Background: an optimization exercise with open tools, aiming at small area and a short achievable clock period. Do not read the settings as production practice. Function was not checked in any run shown here: the RTL went through the layout flow alone.

## design/flow/design.v

```verilog
module multiplier_8bit (
    input signed [7:0] A,
    input signed [7:0] B,
    output signed [15:0] P
);
    wire pp1;
    assign pp1 = A[0] & B[0];
    wire pp2;
    assign pp2 = A[0] & B[1];
    wire pp3;
    assign pp3 = A[0] & B[2];
    wire pp4;
    assign pp4 = A[0] & B[3];
    wire pp5;
    assign pp5 = A[0] & B[4];
    wire pp6;
    assign pp6 = A[0] & B[5];
    wire pp7;
    assign pp7 = A[0] & B[6];
    wire pp8;
    assign pp8 = ~(A[0] & B[7]);
    wire pp9;
    assign pp9 = A[1] & B[0];
    wire pp10;
    assign pp10 = A[1] & B[1];
    wire pp11;
    assign pp11 = A[1] & B[2];
    wire pp12;
    assign pp12 = A[1] & B[3];
    wire pp13;
    assign pp13 = A[1] & B[4];
    wire pp14;
    assign pp14 = A[1] & B[5];
    wire pp15;
    assign pp15 = A[1] & B[6];
    wire pp16;
    assign pp16 = ~(A[1] & B[7]);
    wire pp17;
    assign pp17 = A[2] & B[0];
    wire pp18;
    assign pp18 = A[2] & B[1];
    wire pp19;
    assign pp19 = A[2] & B[2];
    wire pp20;
    assign pp20 = A[2] & B[3];
    wire pp21;
    assign pp21 = A[2] & B[4];
    wire pp22;
    assign pp22 = A[2] & B[5];
    wire pp23;
    assign pp23 = A[2] & B[6];
    wire pp24;
    assign pp24 = ~(A[2] & B[7]);
    wire pp25;
    assign pp25 = A[3] & B[0];
    wire pp26;
    assign pp26 = A[3] & B[1];
    wire pp27;
    assign pp27 = A[3] & B[2];
    wire pp28;
    assign pp28 = A[3] & B[3];
    wire pp29;
    assign pp29 = A[3] & B[4];
    wire pp30;
    assign pp30 = A[3] & B[5];
    wire pp31;
    assign pp31 = A[3] & B[6];
    wire pp32;
    assign pp32 = ~(A[3] & B[7]);
    wire pp33;
    assign pp33 = A[4] & B[0];
    wire pp34;
    assign pp34 = A[4] & B[1];
    wire pp35;
    assign pp35 = A[4] & B[2];
    wire pp36;
    assign pp36 = A[4] & B[3];
    wire pp37;
    assign pp37 = A[4] & B[4];
    wire pp38;
    assign pp38 = A[4] & B[5];
    wire pp39;
    assign pp39 = A[4] & B[6];
    wire pp40;
    assign pp40 = ~(A[4] & B[7]);
    wire pp41;
    assign pp41 = A[5] & B[0];
    wire pp42;
    assign pp42 = A[5] & B[1];
    wire pp43;
    assign pp43 = A[5] & B[2];
    wire pp44;
    assign pp44 = A[5] & B[3];
    wire pp45;
    assign pp45 = A[5] & B[4];
    wire pp46;
    assign pp46 = A[5] & B[5];
    wire pp47;
    assign pp47 = A[5] & B[6];
    wire pp48;
    assign pp48 = ~(A[5] & B[7]);
    wire pp49;
    assign pp49 = A[6] & B[0];
    wire pp50;
    assign pp50 = A[6] & B[1];
    wire pp51;
    assign pp51 = A[6] & B[2];
    wire pp52;
    assign pp52 = A[6] & B[3];
    wire pp53;
    assign pp53 = A[6] & B[4];
    wire pp54;
    assign pp54 = A[6] & B[5];
    wire pp55;
    assign pp55 = A[6] & B[6];
    wire pp56;
    assign pp56 = ~(A[6] & B[7]);
    wire pp57;
    assign pp57 = ~(A[7] & B[0]);
    wire pp58;
    assign pp58 = ~(A[7] & B[1]);
    wire pp59;
    assign pp59 = ~(A[7] & B[2]);
    wire pp60;
    assign pp60 = ~(A[7] & B[3]);
    wire pp61;
    assign pp61 = ~(A[7] & B[4]);
    wire pp62;
    assign pp62 = ~(A[7] & B[5]);
    wire pp63;
    assign pp63 = ~(A[7] & B[6]);
    wire pp64;
    assign pp64 = A[7] & B[7];
    wire pp65;
    assign pp65 = ~pp16;
    wire s66;
    wire c67;
    ha_cell u68 (.a(pp7), .b(pp14), .s(s66), .co(c67));
    wire s69;
    wire c70;
    fa_cell u71 (.a(pp8), .b(pp15), .c(pp22), .s(s69), .co(c70));
    wire s72;
    wire c73;
    ha_cell u74 (.a(pp29), .b(pp36), .s(s72), .co(c73));
    wire s75;
    wire c76;
    fa_cell u77 (.a(pp65), .b(pp23), .c(pp30), .s(s75), .co(c76));
    wire s78;
    wire c79;
    ha_cell u80 (.a(pp37), .b(pp44), .s(s78), .co(c79));
    wire s81;
    wire c82;
    fa_cell u83 (.a(pp24), .b(pp31), .c(pp38), .s(s81), .co(c82));
    wire s84;
    wire c85;
    ha_cell u86 (.a(pp45), .b(pp52), .s(s84), .co(c85));
    wire s87;
    wire c88;
    ha_cell u89 (.a(pp32), .b(pp39), .s(s87), .co(c88));
    wire s90;
    wire c91;
    ha_cell u92 (.a(pp5), .b(pp12), .s(s90), .co(c91));
    wire s93;
    wire c94;
    fa_cell u95 (.a(pp6), .b(pp13), .c(pp20), .s(s93), .co(c94));
    wire s96;
    wire c97;
    ha_cell u98 (.a(pp27), .b(pp34), .s(s96), .co(c97));
    wire s99;
    wire c100;
    fa_cell u101 (.a(pp21), .b(pp28), .c(pp35), .s(s99), .co(c100));
    wire s102;
    wire c103;
    fa_cell u104 (.a(pp42), .b(pp49), .c(s66), .s(s102), .co(c103));
    wire s105;
    wire c106;
    fa_cell u107 (.a(pp43), .b(pp50), .c(pp57), .s(s105), .co(c106));
    wire s108;
    wire c109;
    fa_cell u110 (.a(c67), .b(s69), .c(s72), .s(s108), .co(c109));
    wire s111;
    wire c112;
    fa_cell u113 (.a(pp51), .b(pp58), .c(c70), .s(s111), .co(c112));
    wire s114;
    wire c115;
    fa_cell u116 (.a(c73), .b(s75), .c(s78), .s(s114), .co(c115));
    wire s117;
    wire c118;
    fa_cell u119 (.a(pp59), .b(pp16), .c(c76), .s(s117), .co(c118));
    wire s120;
    wire c121;
    fa_cell u122 (.a(c79), .b(s81), .c(s84), .s(s120), .co(c121));
    wire s123;
    wire c124;
    fa_cell u125 (.a(pp46), .b(pp53), .c(pp60), .s(s123), .co(c124));
    wire s126;
    wire c127;
    fa_cell u128 (.a(c82), .b(c85), .c(s87), .s(s126), .co(c127));
    wire s129;
    wire c130;
    fa_cell u131 (.a(pp40), .b(pp47), .c(pp54), .s(s129), .co(c130));
    wire s132;
    wire c133;
    ha_cell u134 (.a(pp61), .b(c88), .s(s132), .co(c133));
    wire s135;
    wire c136;
    ha_cell u137 (.a(pp48), .b(pp55), .s(s135), .co(c136));
    wire s138;
    wire c139;
    ha_cell u140 (.a(pp4), .b(pp11), .s(s138), .co(c139));
    wire s141;
    wire c142;
    fa_cell u143 (.a(pp19), .b(pp26), .c(pp33), .s(s141), .co(c142));
    wire s144;
    wire c145;
    fa_cell u146 (.a(pp41), .b(c91), .c(s93), .s(s144), .co(c145));
    wire s147;
    wire c148;
    fa_cell u149 (.a(c94), .b(c97), .c(s99), .s(s147), .co(c148));
    wire s150;
    wire c151;
    fa_cell u152 (.a(c100), .b(c103), .c(s105), .s(s150), .co(c151));
    wire s153;
    wire c154;
    fa_cell u155 (.a(c106), .b(c109), .c(s111), .s(s153), .co(c154));
    wire s156;
    wire c157;
    fa_cell u158 (.a(c112), .b(c115), .c(s117), .s(s156), .co(c157));
    wire s159;
    wire c160;
    fa_cell u161 (.a(c118), .b(c121), .c(s123), .s(s159), .co(c160));
    wire s162;
    wire c163;
    fa_cell u164 (.a(c124), .b(c127), .c(s129), .s(s162), .co(c163));
    wire s165;
    wire c166;
    fa_cell u167 (.a(pp62), .b(c130), .c(c133), .s(s165), .co(c166));
    wire s168;
    wire c169;
    ha_cell u170 (.a(pp56), .b(pp63), .s(s168), .co(c169));
    wire s171;
    wire c172;
    ha_cell u173 (.a(pp3), .b(pp10), .s(s171), .co(c172));
    wire s174;
    wire c175;
    fa_cell u176 (.a(pp18), .b(pp25), .c(s138), .s(s174), .co(c175));
    wire s177;
    wire c178;
    fa_cell u179 (.a(s90), .b(c139), .c(s141), .s(s177), .co(c178));
    wire s180;
    wire c181;
    fa_cell u182 (.a(s96), .b(c142), .c(s144), .s(s180), .co(c181));
    wire s183;
    wire c184;
    fa_cell u185 (.a(s102), .b(c145), .c(s147), .s(s183), .co(c184));
    wire s186;
    wire c187;
    fa_cell u188 (.a(s108), .b(c148), .c(s150), .s(s186), .co(c187));
    wire s189;
    wire c190;
    fa_cell u191 (.a(s114), .b(c151), .c(s153), .s(s189), .co(c190));
    wire s192;
    wire c193;
    fa_cell u194 (.a(s120), .b(c154), .c(s156), .s(s192), .co(c193));
    wire s195;
    wire c196;
    fa_cell u197 (.a(s126), .b(c157), .c(s159), .s(s195), .co(c196));
    wire s198;
    wire c199;
    fa_cell u200 (.a(s132), .b(c160), .c(s162), .s(s198), .co(c199));
    wire s201;
    wire c202;
    fa_cell u203 (.a(s135), .b(c163), .c(s165), .s(s201), .co(c202));
    wire s204;
    wire c205;
    fa_cell u206 (.a(c136), .b(c166), .c(s168), .s(s204), .co(c205));
    wire s207;
    wire c208;
    ha_cell u209 (.a(pp64), .b(c169), .s(s207), .co(c208));
    wire s210;
    wire c211;
    ha_cell u212 (.a(pp2), .b(pp9), .s(s210), .co(c211));
    wire s213;
    wire c214;
    ha_cell u215 (.a(pp17), .b(s171), .s(s213), .co(c214));
    wire s216;
    wire c217;
    ha_cell u218 (.a(c172), .b(s174), .s(s216), .co(c217));
    wire s219;
    wire c220;
    ha_cell u221 (.a(c175), .b(s177), .s(s219), .co(c220));
    wire s222;
    wire c223;
    ha_cell u224 (.a(c178), .b(s180), .s(s222), .co(c223));
    wire s225;
    wire c226;
    ha_cell u227 (.a(c181), .b(s183), .s(s225), .co(c226));
    wire s228;
    wire c229;
    ha_cell u230 (.a(c184), .b(s186), .s(s228), .co(c229));
    wire s231;
    wire c232;
    ha_cell u233 (.a(c187), .b(s189), .s(s231), .co(c232));
    wire s234;
    wire c235;
    ha_cell u236 (.a(c190), .b(s192), .s(s234), .co(c235));
    wire s237;
    wire c238;
    ha_cell u239 (.a(c193), .b(s195), .s(s237), .co(c238));
    wire s240;
    wire c241;
    ha_cell u242 (.a(c196), .b(s198), .s(s240), .co(c241));
    wire s243;
    wire c244;
    ha_cell u245 (.a(c199), .b(s201), .s(s243), .co(c244));
    wire s246;
    wire c247;
    ha_cell u248 (.a(c202), .b(s204), .s(s246), .co(c247));
    wire s249;
    wire c250;
    ha_cell u251 (.a(c205), .b(s207), .s(s249), .co(c250));
    wire g252;
    wire p253;
    assign g252 = 1'b1 & c208;
    assign p253 = 1'b1 ^ c208;
    wire G254;
    assign G254 = c214 | (s213 & c211);
    wire P255;
    assign P255 = s213 & s210;
    wire G256;
    assign G256 = c220 | (s219 & c217);
    wire P257;
    assign P257 = s219 & s216;
    wire G258;
    assign G258 = c226 | (s225 & c223);
    wire P259;
    assign P259 = s225 & s222;
    wire G260;
    assign G260 = c232 | (s231 & c229);
    wire P261;
    assign P261 = s231 & s228;
    wire G262;
    assign G262 = c238 | (s237 & c235);
    wire P263;
    assign P263 = s237 & s234;
    wire G264;
    assign G264 = c244 | (s243 & c241);
    wire P265;
    assign P265 = s243 & s240;
    wire G266;
    assign G266 = c250 | (s249 & c247);
    wire P267;
    assign P267 = s249 & s246;
    wire G268;
    assign G268 = G256 | (P257 & G254);
    wire P269;
    assign P269 = P257 & P255;
    wire G270;
    assign G270 = G260 | (P261 & G258);
    wire P271;
    assign P271 = P261 & P259;
    wire G272;
    assign G272 = G264 | (P265 & G262);
    wire P273;
    assign P273 = P265 & P263;
    wire G274;
    assign G274 = G270 | (P271 & G268);
    wire P275;
    assign P275 = P271 & P269;
    wire G276;
    assign G276 = G272 | (P273 & G274);
    wire P277;
    assign P277 = P273 & P275;
    wire G278;
    assign G278 = G258 | (P259 & G268);
    wire P279;
    assign P279 = P259 & P269;
    wire G280;
    assign G280 = G262 | (P263 & G274);
    wire P281;
    assign P281 = P263 & P275;
    wire G282;
    assign G282 = G266 | (P267 & G276);
    wire P283;
    assign P283 = P267 & P277;
    wire G284;
    assign G284 = c217 | (s216 & G254);
    wire P285;
    assign P285 = s216 & P255;
    wire G286;
    assign G286 = c223 | (s222 & G268);
    wire P287;
    assign P287 = s222 & P269;
    wire G288;
    assign G288 = c229 | (s228 & G278);
    wire P289;
    assign P289 = s228 & P279;
    wire G290;
    assign G290 = c235 | (s234 & G274);
    wire P291;
    assign P291 = s234 & P275;
    wire G292;
    assign G292 = c241 | (s240 & G280);
    wire P293;
    assign P293 = s240 & P281;
    wire G294;
    assign G294 = c247 | (s246 & G276);
    wire P295;
    assign P295 = s246 & P277;
    wire G296;
    assign G296 = g252 | (p253 & G282);
    wire P297;
    assign P297 = p253 & P283;
    wire sum298;
    assign sum298 = s213 ^ c211;
    wire sum299;
    assign sum299 = s216 ^ G254;
    wire sum300;
    assign sum300 = s219 ^ G284;
    wire sum301;
    assign sum301 = s222 ^ G268;
    wire sum302;
    assign sum302 = s225 ^ G286;
    wire sum303;
    assign sum303 = s228 ^ G278;
    wire sum304;
    assign sum304 = s231 ^ G288;
    wire sum305;
    assign sum305 = s234 ^ G274;
    wire sum306;
    assign sum306 = s237 ^ G290;
    wire sum307;
    assign sum307 = s240 ^ G280;
    wire sum308;
    assign sum308 = s243 ^ G292;
    wire sum309;
    assign sum309 = s246 ^ G276;
    wire sum310;
    assign sum310 = s249 ^ G294;
    wire sum311;
    assign sum311 = p253 ^ G282;
    assign P = {sum311, sum310, sum309, sum308, sum307, sum306, sum305, sum304, sum303, sum302, sum301, sum300, sum299, sum298, s210, pp1};
endmodule
module adder_16bit (
    input signed [15:0] A,
    input signed [15:0] B,
    input signed [15:0] C,
    input signed [15:0] D,
    output signed [17:0] S
);
    wire s1;
    wire c2;
    ha_cell u3 (.a(A[0]), .b(B[0]), .s(s1), .co(c2));
    wire s4;
    wire c5;
    fa_cell u6 (.a(A[1]), .b(B[1]), .c(C[1]), .s(s4), .co(c5));
    wire s7;
    wire c8;
    fa_cell u9 (.a(A[2]), .b(B[2]), .c(C[2]), .s(s7), .co(c8));
    wire s10;
    wire c11;
    fa_cell u12 (.a(A[3]), .b(B[3]), .c(C[3]), .s(s10), .co(c11));
    wire s13;
    wire c14;
    fa_cell u15 (.a(A[4]), .b(B[4]), .c(C[4]), .s(s13), .co(c14));
    wire s16;
    wire c17;
    fa_cell u18 (.a(A[5]), .b(B[5]), .c(C[5]), .s(s16), .co(c17));
    wire s19;
    wire c20;
    fa_cell u21 (.a(A[6]), .b(B[6]), .c(C[6]), .s(s19), .co(c20));
    wire s22;
    wire c23;
    fa_cell u24 (.a(A[7]), .b(B[7]), .c(C[7]), .s(s22), .co(c23));
    wire s25;
    wire c26;
    fa_cell u27 (.a(A[8]), .b(B[8]), .c(C[8]), .s(s25), .co(c26));
    wire s28;
    wire c29;
    fa_cell u30 (.a(A[9]), .b(B[9]), .c(C[9]), .s(s28), .co(c29));
    wire s31;
    wire c32;
    fa_cell u33 (.a(A[10]), .b(B[10]), .c(C[10]), .s(s31), .co(c32));
    wire s34;
    wire c35;
    fa_cell u36 (.a(A[11]), .b(B[11]), .c(C[11]), .s(s34), .co(c35));
    wire s37;
    wire c38;
    fa_cell u39 (.a(A[12]), .b(B[12]), .c(C[12]), .s(s37), .co(c38));
    wire s40;
    wire c41;
    fa_cell u42 (.a(A[13]), .b(B[13]), .c(C[13]), .s(s40), .co(c41));
    wire s43;
    wire c44;
    fa_cell u45 (.a(A[14]), .b(B[14]), .c(C[14]), .s(s43), .co(c44));
    wire s46;
    wire c47;
    fa_cell u48 (.a(~A[15]), .b(~B[15]), .c(~C[15]), .s(s46), .co(c47));
    wire s49;
    wire c50;
    ha_cell u51 (.a(C[0]), .b(D[0]), .s(s49), .co(c50));
    wire s52;
    wire c53;
    fa_cell u54 (.a(D[1]), .b(c2), .c(s4), .s(s52), .co(c53));
    wire s55;
    wire c56;
    fa_cell u57 (.a(D[2]), .b(c5), .c(s7), .s(s55), .co(c56));
    wire s58;
    wire c59;
    fa_cell u60 (.a(D[3]), .b(c8), .c(s10), .s(s58), .co(c59));
    wire s61;
    wire c62;
    fa_cell u63 (.a(D[4]), .b(c11), .c(s13), .s(s61), .co(c62));
    wire s64;
    wire c65;
    fa_cell u66 (.a(D[5]), .b(c14), .c(s16), .s(s64), .co(c65));
    wire s67;
    wire c68;
    fa_cell u69 (.a(D[6]), .b(c17), .c(s19), .s(s67), .co(c68));
    wire s70;
    wire c71;
    fa_cell u72 (.a(D[7]), .b(c20), .c(s22), .s(s70), .co(c71));
    wire s73;
    wire c74;
    fa_cell u75 (.a(D[8]), .b(c23), .c(s25), .s(s73), .co(c74));
    wire s76;
    wire c77;
    fa_cell u78 (.a(D[9]), .b(c26), .c(s28), .s(s76), .co(c77));
    wire s79;
    wire c80;
    fa_cell u81 (.a(D[10]), .b(c29), .c(s31), .s(s79), .co(c80));
    wire s82;
    wire c83;
    fa_cell u84 (.a(D[11]), .b(c32), .c(s34), .s(s82), .co(c83));
    wire s85;
    wire c86;
    fa_cell u87 (.a(D[12]), .b(c35), .c(s37), .s(s85), .co(c86));
    wire s88;
    wire c89;
    fa_cell u90 (.a(D[13]), .b(c38), .c(s40), .s(s88), .co(c89));
    wire s91;
    wire c92;
    fa_cell u93 (.a(D[14]), .b(c41), .c(s43), .s(s91), .co(c92));
    wire s94;
    wire c95;
    fa_cell u96 (.a(~D[15]), .b(c44), .c(s46), .s(s94), .co(c95));
    wire s97;
    wire c98;
    ha_cell u99 (.a(s1), .b(s49), .s(s97), .co(c98));
    wire s100;
    wire c101;
    ha_cell u102 (.a(c50), .b(s52), .s(s100), .co(c101));
    wire s103;
    wire c104;
    ha_cell u105 (.a(c53), .b(s55), .s(s103), .co(c104));
    wire s106;
    wire c107;
    ha_cell u108 (.a(c56), .b(s58), .s(s106), .co(c107));
    wire s109;
    wire c110;
    ha_cell u111 (.a(c59), .b(s61), .s(s109), .co(c110));
    wire s112;
    wire c113;
    ha_cell u114 (.a(c62), .b(s64), .s(s112), .co(c113));
    wire s115;
    wire c116;
    ha_cell u117 (.a(c65), .b(s67), .s(s115), .co(c116));
    wire s118;
    wire c119;
    ha_cell u120 (.a(c68), .b(s70), .s(s118), .co(c119));
    wire s121;
    wire c122;
    ha_cell u123 (.a(c71), .b(s73), .s(s121), .co(c122));
    wire s124;
    wire c125;
    ha_cell u126 (.a(c74), .b(s76), .s(s124), .co(c125));
    wire s127;
    wire c128;
    ha_cell u129 (.a(c77), .b(s79), .s(s127), .co(c128));
    wire s130;
    wire c131;
    ha_cell u132 (.a(c80), .b(s82), .s(s130), .co(c131));
    wire s133;
    wire c134;
    ha_cell u135 (.a(c83), .b(s85), .s(s133), .co(c134));
    wire s136;
    wire c137;
    ha_cell u138 (.a(c86), .b(s88), .s(s136), .co(c137));
    wire s139;
    wire c140;
    ha_cell u141 (.a(c89), .b(s91), .s(s139), .co(c140));
    wire s142;
    wire c143;
    ha_cell u144 (.a(c92), .b(s94), .s(s142), .co(c143));
    wire s145;
    wire c146;
    ha_cell u147 (.a(c47), .b(c95), .s(s145), .co(c146));
    wire g148;
    wire p149;
    assign g148 = 1'b1 & 1'b0;
    assign p149 = 1'b1 ^ 1'b0;
    wire G150;
    assign G150 = c101 | (s100 & c98);
    wire P151;
    assign P151 = s100 & s97;
    wire G152;
    assign G152 = c107 | (s106 & c104);
    wire P153;
    assign P153 = s106 & s103;
    wire G154;
    assign G154 = c113 | (s112 & c110);
    wire P155;
    assign P155 = s112 & s109;
    wire G156;
    assign G156 = c119 | (s118 & c116);
    wire P157;
    assign P157 = s118 & s115;
    wire G158;
    assign G158 = c125 | (s124 & c122);
    wire P159;
    assign P159 = s124 & s121;
    wire G160;
    assign G160 = c131 | (s130 & c128);
    wire P161;
    assign P161 = s130 & s127;
    wire G162;
    assign G162 = c137 | (s136 & c134);
    wire P163;
    assign P163 = s136 & s133;
    wire G164;
    assign G164 = c143 | (s142 & c140);
    wire P165;
    assign P165 = s142 & s139;
    wire G166;
    assign G166 = g148 | (p149 & c146);
    wire P167;
    assign P167 = p149 & s145;
    wire G168;
    assign G168 = c104 | (s103 & G150);
    wire P169;
    assign P169 = s103 & P151;
    wire G170;
    assign G170 = G152 | (P153 & G150);
    wire P171;
    assign P171 = P153 & P151;
    wire G172;
    assign G172 = c116 | (s115 & G154);
    wire P173;
    assign P173 = s115 & P155;
    wire G174;
    assign G174 = G156 | (P157 & G154);
    wire P175;
    assign P175 = P157 & P155;
    wire G176;
    assign G176 = c128 | (s127 & G158);
    wire P177;
    assign P177 = s127 & P159;
    wire G178;
    assign G178 = G160 | (P161 & G158);
    wire P179;
    assign P179 = P161 & P159;
    wire G180;
    assign G180 = c140 | (s139 & G162);
    wire P181;
    assign P181 = s139 & P163;
    wire G182;
    assign G182 = G164 | (P165 & G162);
    wire P183;
    assign P183 = P165 & P163;
    wire G184;
    assign G184 = c110 | (s109 & G170);
    wire P185;
    assign P185 = s109 & P171;
    wire G186;
    assign G186 = G154 | (P155 & G170);
    wire P187;
    assign P187 = P155 & P171;
    wire G188;
    assign G188 = G172 | (P173 & G170);
    wire P189;
    assign P189 = P173 & P171;
    wire G190;
    assign G190 = G174 | (P175 & G170);
    wire P191;
    assign P191 = P175 & P171;
    wire G192;
    assign G192 = c134 | (s133 & G178);
    wire P193;
    assign P193 = s133 & P179;
    wire G194;
    assign G194 = G162 | (P163 & G178);
    wire P195;
    assign P195 = P163 & P179;
    wire G196;
    assign G196 = G180 | (P181 & G178);
    wire P197;
    assign P197 = P181 & P179;
    wire G198;
    assign G198 = G182 | (P183 & G178);
    wire P199;
    assign P199 = P183 & P179;
    wire G200;
    assign G200 = c122 | (s121 & G190);
    wire P201;
    assign P201 = s121 & P191;
    wire G202;
    assign G202 = G158 | (P159 & G190);
    wire P203;
    assign P203 = P159 & P191;
    wire G204;
    assign G204 = G176 | (P177 & G190);
    wire P205;
    assign P205 = P177 & P191;
    wire G206;
    assign G206 = G178 | (P179 & G190);
    wire P207;
    assign P207 = P179 & P191;
    wire G208;
    assign G208 = G192 | (P193 & G190);
    wire P209;
    assign P209 = P193 & P191;
    wire G210;
    assign G210 = G194 | (P195 & G190);
    wire P211;
    assign P211 = P195 & P191;
    wire G212;
    assign G212 = G196 | (P197 & G190);
    wire P213;
    assign P213 = P197 & P191;
    wire G214;
    assign G214 = G198 | (P199 & G190);
    wire P215;
    assign P215 = P199 & P191;
    wire G216;
    assign G216 = c146 | (s145 & G214);
    wire P217;
    assign P217 = s145 & P215;
    wire G218;
    assign G218 = G166 | (P167 & G214);
    wire P219;
    assign P219 = P167 & P215;
    wire sum220;
    assign sum220 = s100 ^ c98;
    wire sum221;
    assign sum221 = s103 ^ G150;
    wire sum222;
    assign sum222 = s106 ^ G168;
    wire sum223;
    assign sum223 = s109 ^ G170;
    wire sum224;
    assign sum224 = s112 ^ G184;
    wire sum225;
    assign sum225 = s115 ^ G186;
    wire sum226;
    assign sum226 = s118 ^ G188;
    wire sum227;
    assign sum227 = s121 ^ G190;
    wire sum228;
    assign sum228 = s124 ^ G200;
    wire sum229;
    assign sum229 = s127 ^ G202;
    wire sum230;
    assign sum230 = s130 ^ G204;
    wire sum231;
    assign sum231 = s133 ^ G206;
    wire sum232;
    assign sum232 = s136 ^ G208;
    wire sum233;
    assign sum233 = s139 ^ G210;
    wire sum234;
    assign sum234 = s142 ^ G212;
    wire sum235;
    assign sum235 = s145 ^ G214;
    wire sum236;
    assign sum236 = p149 ^ G216;
    assign S = {sum236, sum235, sum234, sum233, sum232, sum231, sum230, sum229, sum228, sum227, sum226, sum225, sum224, sum223, sum222, sum221, sum220, s97};
endmodule
module fa_cell (
    input a,
    input b,
    input c,
    output s,
    output co
);
    assign s = a ^ b ^ c;
    assign co = (a & b) | (a & c) | (b & c);
endmodule
module ha_cell (
    input a,
    input b,
    output s,
    output co
);
    assign s = a ^ b;
    assign co = a & b;
endmodule
module adder_18bit (
    input signed [17:0] A,
    input signed [17:0] B,
    output signed [18:0] S
);
    assign S = A + B;
endmodule
module int8_mac_tree (
    input clk,  
    input reset,  
    input signed [7:0] in0,
    input signed [7:0] in1,
    input signed [7:0] in2,
    input signed [7:0] in3,
    input signed [7:0] in4,
    input signed [7:0] in5,
    input signed [7:0] in6,
    input signed [7:0] in7,
    input signed [7:0] in8,
    input signed [7:0] in9,
    input signed [7:0] in10,
    input signed [7:0] in11,
    input signed [7:0] in12,
    input signed [7:0] in13,
    input signed [7:0] in14,
    input signed [7:0] in15,
    output signed [31:0] out,
    output reg signed [15:0] prod0, prod1, prod2, prod3, prod4, prod5, prod6, prod7,
    output signed [17:0] sum_level2_0, sum_level2_1
);
    wire signed [15:0] p0, p1, p2, p3, p4, p5, p6, p7;
    multiplier_8bit mul0 (.A(in0),  .B(in1),  .P(p0));
    multiplier_8bit mul1 (.A(in2),  .B(in3),  .P(p1));
    multiplier_8bit mul2 (.A(in4),  .B(in5),  .P(p2));
    multiplier_8bit mul3 (.A(in6),  .B(in7),  .P(p3));
    multiplier_8bit mul4 (.A(in8),  .B(in9),  .P(p4));
    multiplier_8bit mul5 (.A(in10), .B(in11), .P(p5));
    multiplier_8bit mul6 (.A(in12), .B(in13), .P(p6));
    multiplier_8bit mul7 (.A(in14), .B(in15), .P(p7));
    always @(posedge clk or posedge reset) begin
        if (reset) begin
            prod0 <= 16'h0; prod1 <= 16'h0; prod2 <= 16'h0; prod3 <= 16'h0;
            prod4 <= 16'h0; prod5 <= 16'h0; prod6 <= 16'h0; prod7 <= 16'h0;
        end else begin
            prod0 <= p0; prod1 <= p1; prod2 <= p2; prod3 <= p3;
            prod4 <= p4; prod5 <= p5; prod6 <= p6; prod7 <= p7;
        end
    end
    adder_16bit sum0 (.A(prod0), .B(prod1), .C(prod2), .D(prod3), .S(sum_level2_0));
    adder_16bit sum1 (.A(prod4), .B(prod5), .C(prod6), .D(prod7), .S(sum_level2_1));
    reg signed [18:0] out_r;
    wire signed [18:0] out_sum;
    adder_18bit add_final (.A(sum_level2_0), .B(sum_level2_1), .S(out_sum));
    always @(posedge clk or posedge reset) begin
        if (reset)
            out_r <= 19'h0;
        else
            out_r <= out_sum;
    end
    assign out = out_r;
endmodule
```

## design/flow/flow/run.sh

```bash
#!/bin/bash
# Standard layout, with the port buffers made from a plain buffer cell
# instead of the delay buffer buffer_ports picks on its own.
set -euo pipefail
export BUFFER_PORTS_ARGS="-buffer_cell sky130_fd_sc_hd__buf_2"
bash standard.sh > standard.log 2>&1
```

## design/flow/standard.sh

```bash
#!/bin/bash
# synth_recipe.tcl (not shown) runs the flow's synth.tcl, then flattens the netlist and writes it again
# the make line also repeats each setting of config.mk as NAME=value (left out here)
make -C /OpenROAD-flow-scripts/flow DESIGN_CONFIG=/design/flow/config.mk WORK_HOME=/design/flow/orfs CLKGATE_MAP_FILE= SYNTH_SCRIPT=/design/flow/synth_recipe.tcl "${@:-finish}"
```

## design/flow/config.mk

```make
export PLATFORM = sky130hd
export DESIGN_NAME = int8_mac_tree
export DESIGN_NICKNAME = int8_mac_tree
export VERILOG_FILES = /design/flow/design.v
export SDC_FILE = /design/flow/constraint.sdc
export NUM_CORES = 4
export LEC_CHECK = 0
export CAP_MARGIN = 20
export CORE_MARGIN = 2
export CORE_UTILIZATION = 65
export SLEW_MARGIN = 20
export SYNTH_HIERARCHICAL = 1
export SYNTH_MINIMUM_KEEP_SIZE = 0
```

## design/flow/constraint.sdc

```tcl
create_clock -name core_clock -period 12.0 [get_ports {clk}]
set_input_delay 2.4000 -clock core_clock [delete_from_list [all_inputs] [get_ports {clk}]]
set_output_delay 2.4000 -clock core_clock [all_outputs]
set_load 0.01 [all_outputs]
```

==> reports/qor.yml, run 1 <==
sta:
  final_hold_viol_count: 0
  tns_ns: 0
  skew_ns: 0.01864
  setup_viol: 0
  timing.fmax_mhz: 150.6
  relSlewSlack_pct: 33.81
  fin_crit_sh_pct: 55.33
  finalMaxSlewViolations: 0
  rsz0062_at_grt: "false"
  fin_crit_ns: 6.640
  tightest_slew_ns: 0.9928
synth:
  netlist_area_sq_mm: 0.02259
  ys_seq_area_share_pct: 16.28
  syn-num-nets: 2909
  synth-edff-count: 0
  synth_cell_type_count: 46
  ys_async_sr_fraction_pct: 100.0
  synth.area.top_cells: "fa_1 (30%), ha_1 (19%), dfrtp_1 (16%)"
  synth_top_area_share_pct: 30.22
  yosysMostFrequentCell: "and2_1"
  ys_ff_latch: 147
  yosys.area.top_type: "fa_1"
  synth-warning-count: 7
  avgSynthCellArea_sq_um: 10.76
  synth_ff_type: "dfrtp_1"
  synthesis.instances: 2100
  synth_commonest_cells: "and2_1 (400), fa_1 (341), ha_1 (338), buf_4 (177), nand2_1 (162)"
worst_setup_path:
  critPathCaptureType: "primary output"
  cp_slowest_cell: "fa_1"
  path_cells: "fa_1, fa_1, ha_1, ha_1, o211ai_1, nand2_1, a31o_2, a21o_1, a21o_2, ha_1, nor2_1, xnor2_1, buf_2"
  crit_type: "reg -> out"
  cp-start-kind: "flip-flop"
  path_delay_family: "adder cells"
  cp-startpoint: "prod4[1]$_DFF_PP0_"
  crit_buf_inv: 1
  arrival_ns: 4.24
  cp.required_ns: 9.60
  path_max_fanout: 2
  rrSetupSlack_ns: 6.92
  reg2reg_depth: 19
  r2r-start: "prod4[1]$_DFF_PP0_"
  path_depth: 13
  r2r_end: "out_r[16]$_DFF_PP0_"
  cpMostUsedCell: "ha_1"
  max_stage_delay_ns: 0.59
  worstSetupEndpoint: "sum_level2_1[9]"
clocking:
  cts_buffer_depth: 2
  numCtsBuffers: 17
  cts_sinks: 147
  post_cts_resized: 0
  cts_setup_buffers: 0
  path_clk_slew_ns: 0.06
  ctsRootBufferMaster: "clkbuf_16"
  cts_tree: "yes"
  clk-insertion-delay-late_ns: 0.43
  cts-hold-fix-buffers: 0
  htree_levels: 4
layout:
  syn_to_final_growth_pct: 6.392
  fin_nets: 3077
  final_util_pct: 69.92
  antenna_cells: 0
  drive_gt1_share_pct: 18.73
  instances_no_fill: 2735
global_routing:
  grt_pass1_vias: 16800
  grt-ovfl-total: 0
  grt_pass1_wl_um: 89980
  grt_usage_pct: 32.46
  antenna_found_initial: 0
  grt_max_degree: 79
routing:
  antenna_left: 0
  dr_total_vias: 15940
  drtPass1Iterations: 5
  post_drt_wl_per_cell_um: 20.42
  drt_wl_total_um: 55860
  drcViolationCount: 0
  via_per_inst: 5.827
  drt_iter0_drc: 901
placed_design:
  placed_cells: 2704
  gp_congestion: 0.9417
  io_buffers: 325
  dp_hpwl_um: 47990
floorplanning:
  rows: 68
  ios: 326
  dieHeight_um: 190.4
  die-area_sq_mm: 0.03626
  die_width_um: 190.4
  start_util_pct: 65.72
  core_region_area_sq_mm: 0.03437
status:
  outcome: "timing/DRC/antenna clean"
flow_run:
  cap_viol_max_count: 0
hold_path:
  hold_class: "reg -> reg"
==> layout make-up <==
type,count,area (sq um)
multi-input cells,1728,17400
fillers,2687,10340
flip-flops and latches,147,3679
repair buffers,326,1634
well taps,455,569.3
clock buffers,19,442.9
inverters,48,185.2
clock inverters,12,121.4
==> per-layer routing <==
layer	track usage [%]	up-vias	wire length, um
met2	50.29	626	24840
met1	46.66	7993	24480
li1	-	7205	-
met3	5.337	113	4354
met5	0	-	0
met4	11.30	0	2185
==> through the flow <==
| step | cell area (sq um) | hold slack (ns) | setup WS [ns] |
|---|---|---|---|
| final | 24030 | 0.7702 | 5.360 |
| after global routing | 24030 | 0.8356 | 5.226 |
| after CTS | 24030 | 0.7730 | 5.386 |
| after detailed placement | 23470 | 0.7660 | 5.532 |
| after global placement | 23470 | 0.7563 | 5.578 |
| after floorplan | 22590 | 0.8653 | 5.649 |
==> worst register-to-register path, delay by kind of cell (launching register included) <==
kind                     cells  cell delay [ns]
AO/OA/AOI/OAI                9             1.89
XOR/XNOR                     2             0.35
adder cells (fa/ha/maj)      6             2.04
flip-flops                   1             0.48
AND/OR/NAND/NOR              2             0.24
==> cells in the final DEF, fill, tap and decap left out, types with 20 or more instances in the layout <==
master / count
and2_1: 400
fa_1: 341
ha_1: 338
buf_2: 325
nand2_1: 162
dfrtp_1: 147
nor2_1: 86
xnor2_1: 72
inv_1: 47
a21oi_1: 43
a21o_1: 38
o21ai_0: 36
o211ai_1: 20
==> per-module statistics from Yosys (local to each module, per instance) <==
module | cells inside | flops+latches
adder_16bit | 84 | 0
adder_18bit | 113 | 0
ha_cell | 1 | 0
fa_cell | 1 | 0
int8_mac_tree | 161 | 147
multiplier_8bit | 133 | 0
==> logic make-up (layout without fill, tap and decap cells) <==
logic type               count (synthesis)  after routing  synth area share (%)
buffers and inverters                  225            405                 6.680
flip-flops                             147            147                 16.28
adder cells (fa/ha/maj)                679            679                 48.94
XOR/XNOR                                86             86                 3.334
multiplexers                             8              8                0.3988
AO/OA/AOI/OAI                          199            199                 6.092
AND/OR/NAND/NOR                        756            756                 18.27
==> worst min path at each step <==
stage | end | cells past startpoint | start | slack, ns
finish | out_r[0]$_DFF_PP0_ | 3 | prod5[0]$_DFF_PP0_ | 0.77
global route | out_r[0]$_DFF_PP0_ | 3 | prod5[0]$_DFF_PP0_ | 0.84
CTS | out_r[0]$_DFF_PP0_ | 3 | prod5[0]$_DFF_PP0_ | 0.77
detailed placement | out_r[0]$_DFF_PP0_ | 3 | prod5[0]$_DFF_PP0_ | 0.77
global placement | out_r[0]$_DFF_PP0_ | 3 | prod5[0]$_DFF_PP0_ | 0.76
floorplan | out_r[0]$_DFF_PP0_ | 4 | prod7[0]$_DFF_PP0_ | 0.87
==> sequential cells by signal, summed over array words and instances, names as in the netlist <==
signal,count
out_r,19
prod2,16
prod3,16
prod6,16
prod7,16
prod1,16
prod0,16
prod5,16
prod4,16
==> run 2: changes to the inputs <==
--- a/design/flow/design.v
+++ b/design/flow/design.v
@@ -353,92 +353,116 @@
     assign P267 = s249 & s246;
     wire G268;
-    assign G268 = G256 | (P257 & G254);
+    assign G268 = c217 | (s216 & G254);
     wire P269;
-    assign P269 = P257 & P255;
+    assign P269 = s216 & P255;
     wire G270;
-    assign G270 = G260 | (P261 & G258);
+    assign G270 = G256 | (P257 & G254);
     wire P271;
-    assign P271 = P261 & P259;
+    assign P271 = P257 & P255;
     wire G272;
-    assign G272 = G264 | (P265 & G262);
+    assign G272 = c229 | (s228 & G258);
     wire P273;
-    assign P273 = P265 & P263;
+    assign P273 = s228 & P259;
     wire G274;
-    assign G274 = G270 | (P271 & G268);
+    assign G274 = G260 | (P261 & G258);
     wire P275;
-    assign P275 = P271 & P269;
+    assign P275 = P261 & P259;
     wire G276;
-    assign G276 = G272 | (P273 & G274);
+    assign G276 = c241 | (s240 & G262);
     wire P277;
-    assign P277 = P273 & P275;
+    assign P277 = s240 & P263;
     wire G278;
-    assign G278 = G258 | (P259 & G268);
+    assign G278 = G264 | (P265 & G262);
     wire P279;
-    assign P279 = P259 & P269;
+    assign P279 = P265 & P263;
     wire G280;
-    assign G280 = G262 | (P263 & G274);
+    assign G280 = g252 | (p253 & G266);
     wire P281;
-    assign P281 = P263 & P275;
+    assign P281 = p253 & P267;
     wire G282;
-    assign G282 = G266 | (P267 & G276);
+    assign G282 = c223 | (s222 & G270);
     wire P283;
-    assign P283 = P267 & P277;
+    assign P283 = s222 & P271;
     wire G284;
-    assign G284 = c217 | (s216 & G254);
+    assign G284 = G258 | (P259 & G270);
     wire P285;
-    assign P285 = s216 & P255;
+    assign P285 = P259 & P271;
     wire G286;
-    assign G286 = c223 | (s222 & G268);
+    assign G286 = G272 | (P273 & G270);
     wire P287;
-    assign P287 = s222 & P269;
+    assign P287 = P273 & P271;
     wire G288;
-    assign G288 = c229 | (s228 & G278);
+    assign G288 = G274 | (P275 & G270);
     wire P289;
-    assign P289 = s228 & P279;
+    assign P289 = P275 & P271;
     wire G290;
-    assign G290 = c235 | (s234 & G274);
+    assign G290 = c247 | (s246 & G278);
     wire P291;
-    assign P291 = s234 & P275;
+    assign P291 = s246 & P279;
     wire G292;
-    assign G292 = c241 | (s240 & G280);
+    assign G292 = G266 | (P267 & G278);
     wire P293;
-    assign P293 = s240 & P281;
+    assign P293 = P267 & P279;
     wire G294;
-    assign G294 = c247 | (s246 & G276);
+    assign G294 = G280 | (P281 & G278);
     wire P295;
-    assign P295 = s246 & P277;
+    assign P295 = P281 & P279;
     wire G296;
-    assign G296 = g252 | (p253 & G282);
+    assign G296 = c235 | (s234 & G288);
     wire P297;
-    assign P297 = p253 & P283;
-    wire sum298;
-    assign sum298 = s213 ^ c211;
-    wire sum299;
-    assign sum299 = s216 ^ G254;
-    wire sum300;
-    assign sum300 = s219 ^ G284;
-    wire sum301;
-    assign sum301 = s222 ^ G268;
-    wire sum302;
-    assign sum302 = s225 ^ G286;
-    wire sum303;
-    assign sum303 = s228 ^ G278;
-    wire sum304;
-    assign sum304 = s231 ^ G288;
-    wire sum305;
-    assign sum305 = s234 ^ G274;
-    wire sum306;
-    assign sum306 = s237 ^ G290;
-    wire sum307;
-    assign sum307 = s240 ^ G280;
-    wire sum308;
-    assign sum308 = s243 ^ G292;
-    wire sum309;
-    assign sum309 = s246 ^ G276;
+    assign P297 = s234 & P289;
+    wire G298;
+    assign G298 = G262 | (P263 & G288);
+    wire P299;
+    assign P299 = P263 & P289;
+    wire G300;
+    assign G300 = G276 | (P277 & G288);
+    wire P301;
+    assign P301 = P277 & P289;
+    wire G302;
+    assign G302 = G278 | (P279 & G288);
+    wire P303;
+    assign P303 = P279 & P289;
+    wire G304;
+    assign G304 = G290 | (P291 & G288);
+    wire P305;
+    assign P305 = P291 & P289;
+    wire G306;
+    assign G306 = G292 | (P293 & G288);
+    wire P307;
+    assign P307 = P293 & P289;
+    wire G308;
+    assign G308 = G294 | (P295 & G288);
+    wire P309;
+    assign P309 = P295 & P289;
     wire sum310;
-    assign sum310 = s249 ^ G294;
+    assign sum310 = s213 ^ c211;
     wire sum311;
-    assign sum311 = p253 ^ G282;
-    assign P = {sum311, sum310, sum309, sum308, sum307, sum306, sum305, sum304, sum303, sum302, sum301, sum300, sum299, sum298, s210, pp1};
+    assign sum311 = s216 ^ G254;
+    wire sum312;
+    assign sum312 = s219 ^ G268;
+    wire sum313;
+    assign sum313 = s222 ^ G270;
+    wire sum314;
+    assign sum314 = s225 ^ G282;
+    wire sum315;
+    assign sum315 = s228 ^ G284;
+    wire sum316;
+    assign sum316 = s231 ^ G286;
+    wire sum317;
+    assign sum317 = s234 ^ G288;
+    wire sum318;
+    assign sum318 = s237 ^ G296;
+    wire sum319;
+    assign sum319 = s240 ^ G298;
+    wire sum320;
+    assign sum320 = s243 ^ G300;
+    wire sum321;
+    assign sum321 = s246 ^ G302;
+    wire sum322;
+    assign sum322 = s249 ^ G304;
+    wire sum323;
+    assign sum323 = p253 ^ G306;
+    assign P = {sum323, sum322, sum321, sum320, sum319, sum318, sum317, sum316, sum315, sum314, sum313, sum312, sum311, sum310, s210, pp1};
 endmodule
 module adder_16bit (
==> run 2 against run 1 <==
- critical endpoint unchanged
- highest routed layer unchanged
- cell count grew 2.4%
- die area grew 1.7%
- still clean
- sequential share of layout area shrank 0.26 points
- non-clock buffer count is the same
- synthesized area grew 1.7%
==> reports/qor.yml, run 2 <==
status:
  outcome: "timing/DRC/antenna clean"
layout:
  largest_reg_flops: 19
  top_register: "out_r"
  syn_to_final_growth_pct: 6.449
  final_common_cell: "and2_1"
  finalInstanceArea_sq_mm: 0.02445
  layout_common_cells: "and2_1 (408), fa_1 (341), buf_2 (325), ha_1 (314), nand2_1 (162)"
  fin_nets: 3117
  instances_no_fill: 2800
  drive_gt1_share_pct: 18.60
routing:
  drt_iter0_drc: 920
  drtPass1Iterations: 6
  antenna_left: 0
  post_drt_wl_per_cell_um: 20.39
  drcViolationCount: 0
  via_per_inst: 5.830
  dr_total_vias: 16320
  drt_wl_total_um: 57090
sta:
  finalMaxSlewViolations: 0
  relSlewSlack_pct: 42.57
  timing.fmax_mhz: 152.2
  tns_ns: 0
  fin_crit_ns: 6.569
  fin_crit_sh_pct: 54.74
  tightest_slew_ns: 0.8614
  rsz0062_at_grt: "false"
  final_hold_viol_count: 0
  skew_ns: 0.01012
  setup_viol: 0
clocking:
  cts_buffer_depth: 2
  cts_tree: "yes"
  cts_setup_buffers: 0
  path_clk_slew_ns: 0.06
  ctsRootBufferMaster: "clkbuf_16"
  post_cts_resized: 0
  numCtsBuffers: 17
  htree_levels: 4
  cts_sinks: 147
  clk-insertion-delay-late_ns: 0.42
  cts-hold-fix-buffers: 0
synth:
  syn-num-nets: 2949
  ys_seq_area_share_pct: 16.01
  avgSynthCellArea_sq_um: 10.61
  yosysMostFrequentCell: "and2_1"
  ys_async_sr_fraction_pct: 100.0
  synth_cell_type_count: 46
  netlist_area_sq_mm: 0.02297
  synth_top_area_share_pct: 29.72
  synth_ff_type: "dfrtp_1"
  yosys.area.top_type: "fa_1"
  synthesis.instances: 2164
  synth.area.top_cells: "fa_1 (30%), ha_1 (17%), dfrtp_1 (16%)"
  ys_ff_latch: 147
  synth_commonest_cells: "and2_1 (408), fa_1 (341), ha_1 (314), buf_4 (177), nand2_1 (162)"
  synth-warning-count: 7
  synth-edff-count: 0
worst_setup_path:
  cp.required_ns: 9.60
  cp-start-kind: "flip-flop"
  path_max_fanout: 2
  arrival_ns: 4.17
  crit_type: "reg -> out"
  critPathCaptureType: "primary output"
floorplanning:
  start_util_pct: 66.17
  dieHeight_um: 192.0
  ios: 326
  core_region_area_sq_mm: 0.03471
  die-area_sq_mm: 0.03686
  rows: 68
  die_width_um: 192.0
placed_design:
  io_buffers: 325
  postPlaceCellArea_sq_mm: 0.02385
  dp_hpwl_um: 49380
  gp_congestion: 0.9697
  placed_cells: 2768
global_routing:
  antenna_found_initial: 1
  grt_max_degree: 80
  grt_pass1_vias: 17140
  grt-ovfl-total: 0
  grt_pass1_wl_um: 91790
  grt_usage_pct: 32.68
flow_run:
  cap_viol_max_count: 0
hold_path:
  hold_class: "reg -> reg"
run 2: logic make-up after synthesis:
logic type / share of synthesized area, %
compound gates: 8.475
fa+ha+maj: 46.82
simple gates: 17.97
xor+xnor: 3.889
buf+inv: 6.830
flops: 16.01
run 2: area by class of cell:
class | count | area, sq um
Multi-Input combinational cell | 1776 | 17720
Fill cell | 2728 | 10260
Sequential cell | 147 | 3679
Timing Repair Buffer | 326 | 1634
Tap cell | 455 | 569.3
Clock buffer | 18 | 439.2
Inverter | 64 | 245.2
Clock inverter | 13 | 160.2
Antenna cell | 1 | 2.502
run 2: path summary, 6_finish.rpt:
check                                    from                  end  cells after the start  slack [ns]
min in group asynchronous               reset  prod2[14]$_DFF_PP0_                      2        2.12
max in group asynchronous               reset   prod6[1]$_DFF_PP0_                      3        8.54
hold / removal             prod3[0]$_DFF_PP0_   out_r[0]$_DFF_PP0_                      3        0.82
setup reg to reg           prod4[1]$_DFF_PP0_  out_r[16]$_DFF_PP0_                     19        6.95
hold reg to reg            prod3[0]$_DFF_PP0_   out_r[0]$_DFF_PP0_                      3        0.82
setup / recovery           prod4[1]$_DFF_PP0_      sum_level2_1[9]                     13        5.43
run 2: critical path, cell delays in order (launching register included):
cell      delay (ns)
dfrtp_1         0.40
fa_1            0.55
fa_1            0.41
ha_1            0.28
ha_1            0.20
o211ai_1        0.28
nand2_1         0.13
a31o_2          0.28
a21o_1          0.20
a21o_2          0.21
ha_1            0.17
nor2_1          0.12
xnor2_1         0.28
buf_2           0.23
run 2: modules after synthesis (local to each module, per instance):
module           times used  cells inside  area, sq um
int8_mac_tree             1           161         3780
multiplier_8bit           8           141        897.1
adder_18bit               1           113        873.3
adder_16bit               2            84        578.1
fa_cell                 340             1        20.02
ha_cell                 254             1        12.51
run 2: through the flow:
stage,util [%],worst slack (ns),hold slack [ns]
finish,70.44,5.431,0.8213
floorplan,-,5.649,0.8653
detailed placement,68.71,5.886,0.8021
CTS,70.43,5.425,0.8216
global route,70.43,5.239,0.8619
global placement,68.71,5.945,0.8029
run 2: metal layers:
metal	share of wire [%]	track usage (%)	routed length, um	vias to the layer above
met2	46	51.43	26150	575
li1	-	-	-	7412
met4	3.7	11.01	2123	0
met3	7.7	5.902	4374	104
met5	0	0	0	-
met1	43	46.05	24440	8233

## static timing again, ports no longer ideal
Ports are ideal in the flow. The routed layouts listed here were re-timed in OpenROAD. Step 1: set_driving_cell puts a clkbuf_16 on clk and a buf_2 on each other input, an assumption about the parent block. Step 2 also shifts input and output timing later by t, the mid clock arrival at the registers, as if the neighbouring blocks saw the same clock. a / b / c = ideal ports / drivers / drivers and shift; a / b = the first two.
| run | shift t [ns] | setup slack, ns | hold WS [ns] | latest minus earliest clock arrival (ns) | worst register clock-pin slew, ns |
|---|---|---|---|---|---|
| run 1 | 0.472 | 5.360 / 5.310 / 5.462 | 0.770 / 0.770 / 0.770 | 0.020 / 0.020 | 0.07 / 0.07 |
| run 2 | 0.468 | 5.431 / 5.382 / 5.848 | 0.821 / 0.821 / 0.821 | 0.010 / 0.010 | 0.06 / 0.06 |
After both steps every run listed still meets setup and hold.
